Source: an optimization exercise on an open RTL-to-GDS flow (aim: small area, a short achievable clock period and few clock cycles). Production flows keep margins and buffers that such runs may drop. Function was checked by simulation only, so behaviour that the tests miss may differ from the original.

== lane 2 ==
==> flow/design.v (excerpt) <==
module matrix_multiplier #(
    parameter N           = 8,
    parameter P           = 9,
    parameter M           = 10,
    parameter N_BIT_WIDTH = 3,
    parameter M_BIT_WIDTH = 4,
    parameter DATA_WIDTH  = 16,
    parameter ACCUM_WIDTH = 2*DATA_WIDTH + 1,
    parameter FIFO_SIZE   = 20
) (
    input wire clk,
    input wire rst_n,
    input wire fetch_stall,
    input wire data_stall,
    input wire pop_fifo,
    input wire start,
    input wire [P*DATA_WIDTH-1:0] mem_line,
    output wire [N_BIT_WIDTH-1:0]     n,
    output wire [M_BIT_WIDTH-1:0]     m,
    output wire fetch_row,
    output wire fetch_col,
    output wire [ACCUM_WIDTH-1:0] fifo_head,
    output wire fifo_empty,
    output wire fifo_full,
    output wire done,
    output wire err
);
Size in the first run: roughly 200 I/O pins, roughly 100000 µm² of cells after synthesis.
Settings: LEC_CHECK=0, ABC_AREA=1, CAP_MARGIN=20, CORE_MARGIN=2, CORE_UTILIZATION=55, SETUP_SLACK_MARGIN=4.5, SLEW_MARGIN=20; clock period 9.0 ns.
standard.sh (not shown) runs the stock make flow with config.mk's settings and CLKGATE_MAP_FILE= SYNTH_SCRIPT=/design/flow/synth_recipe.tcl, a recipe that flattens the netlist after the stock synthesis.
==> flow/flow/run.sh <==
#!/bin/bash
# The standard layout (standard synthesis unchanged), with two changes to
# placement and repair: the port buffers are buf_4 cells instead of the
# default delay-buffer cells, and the resizer may swap a cell for any cell of
# the same function (not only one of the same footprint).
set -euo pipefail
bash standard.sh \
    "BUFFER_PORTS_ARGS=-buffer_cell sky130_fd_sc_hd__buf_4" \
    MATCH_CELL_FOOTPRINT=0 \
    finish > standard_flow.log 2>&1
Testbench counts of lane 2, summed over its fixed seeds: cycles 2,592.
Changes in lane 3 relative to lane 2:
# lane 2
export LEC_CHECK = 0
export ABC_AREA = 1
export CAP_MARGIN = 20
export CORE_MARGIN = 2
export CORE_UTILIZATION = 55
export SETUP_SLACK_MARGIN = 4.5
export SLEW_MARGIN = 20
create_clock -name core_clock -period 9.0 [get_ports {clk}]
# lane 3
export LEC_CHECK = 0
export ABC_AREA = 1
export CAP_MARGIN = 20
export CORE_MARGIN = 2
export CORE_UTILIZATION = 40
export SETUP_SLACK_MARGIN = 4.0
export SLEW_MARGIN = 20
create_clock -name core_clock -period 9.0 [get_ports {clk}]
==> flow/run.sh (new file) <==
#!/bin/bash
# synth_recipe.tcl (not shown) runs the flow's synth.tcl, then flattens the netlist and writes it again
# the make line also repeats each setting of config.mk as NAME=value (left out here)
make -C /OpenROAD-flow-scripts/flow DESIGN_CONFIG=/design/flow/config.mk WORK_HOME=/design/flow/orfs CLKGATE_MAP_FILE= SYNTH_SCRIPT=/design/flow/synth_recipe.tcl finish
removed: flow/flow/run.sh
removed: flow/standard.sh
Notes after the runs:
xor2_1 as the cell at the slowest stage of the critical path was reported by lane 3, and fa_1 by lane 2.
Comparing lane 3 against lane 2, there is no change at all in quantity of I/O buffers inserted on ports.
Between lane 2 and lane 3, the flow reports vias per cell decreasing by a little under 10%.
Taking lane 2 as the reference, in lane 3 initial detailed-routing violation count decreased 1766, worst hold slack across all endpoints dropped 0.0065 ns, number of logic stages on the critical path including buffering has decreased, post-layout utilization of the core dropped 19 points.
Wire length of the first global-routing pass: lane 3 > lane 2
Cmp lane 3 vs lane 2: global-route usage lower in lane 3
Slack of the worst reg-to-reg path: lane 3 lower than lane 2

========
Starting RTL as in the previous note.
==> flow/config.mk <==
export PLATFORM = sky130hd
export DESIGN_NAME = matrix_multiplier
export DESIGN_NICKNAME = matrix_multiplier
export VERILOG_FILES = /design/flow/design.v
export SDC_FILE = /design/flow/constraint.sdc
export NUM_CORES = 4
export LEC_CHECK = 0
export ABC_AREA = 1
export CAP_MARGIN = 20
export CORE_MARGIN = 2
export CORE_UTILIZATION = 40
export SETUP_SLACK_MARGIN = 4.5
export SLEW_MARGIN = 20
==> flow/constraint.sdc <==
create_clock -name core_clock -period 9.0 [get_ports {clk}]
set_input_delay 1.8000 -clock core_clock [delete_from_list [all_inputs] [get_ports {clk}]]
set_output_delay 1.8000 -clock core_clock [all_outputs]
set_load 0.01 [all_outputs]
run.sh (not shown) runs the stock make flow with config.mk's settings and CLKGATE_MAP_FILE= SYNTH_SCRIPT=/design/flow/synth_recipe.tcl, a recipe that flattens the netlist after the stock synthesis.
Stock flow here: none of the scripts above is used.
The starting point completed without violations.
Testbench counts at the start, summed over its fixed seeds: cycles 2,592.
Next try:
==> flow/flow/run.sh (new file) <==
#!/bin/bash
# The standard layout (standard synthesis unchanged), with two changes to
# placement and repair: the port buffers are buf_4 cells instead of the
# default delay-buffer cells, and the resizer may swap a cell for any cell of
# the same function (not only one of the same footprint).
set -euo pipefail
bash standard.sh \
    "BUFFER_PORTS_ARGS=-buffer_cell sky130_fd_sc_hd__buf_4" \
    MATCH_CELL_FOOTPRINT=0 \
    finish > standard_flow.log 2>&1
==> flow/standard.sh (new file) <==
#!/bin/bash
# synth_recipe.tcl (not shown) runs the flow's synth.tcl, then flattens the netlist and writes it again
# the make line also repeats each setting of config.mk as NAME=value (left out here)
make -C /OpenROAD-flow-scripts/flow DESIGN_CONFIG=/design/flow/config.mk WORK_HOME=/design/flow/orfs CLKGATE_MAP_FILE= SYNTH_SCRIPT=/design/flow/synth_recipe.tcl "${@:-finish}"
removed: flow/run.sh
After rerunning: The changed run completed with no timing, DRC or antenna violations. Count of clock-buffer cells in the layout drops by 4. Routed wire length is higher slightly. Cell count went down slightly. Register-to-register slack hardly moves. Critical path depth rose by 1. Synthesized area stays the same. Clock skew came out higher by 0.0072 ns.

separate check: timing with driven ports:
In the flow no input, the clock included, has a driving cell. The finished layouts below were timed again as built, in two steps.
Step 1 sets driving cells, clkbuf_16 on the clock port and buf_2 on the other inputs (assumed; they add their load-dependent delay and slew).
Step 2 also shifts input and output timing later by t, the mid clock arrival at the registers, as if the neighbouring blocks saw the same clock.
Three values: ideal ports, drivers, drivers and shift; two values: the first two.
run	t, ns	setup WS [ns]	worst hold slack (ns)	worst slew at a driven data input, ns	pins driven straight from the clock port
lane 2	0.950	4.444 / 4.444 / 4.108	0.376 / 0.376 / 0.376	0.11	1
lane 3	0.936	4.011 / 4.011 / 3.679	0.370 / 0.370 / 0.370	0.17	1
the first run of note 2	0.969	4.451 / 4.451 / 3.638	0.372 / 0.372 / 0.372	0.18	1
the second run of note 2	0.944	4.463 / 4.463 / 4.463	0.373 / 0.373 / 0.373	0.17	1
After both steps every run listed still meets setup and hold. For the first run of note 2, which loses most, drivers alone change the setup slack by 0.000 ns; drivers and shift together by -0.813 ns.
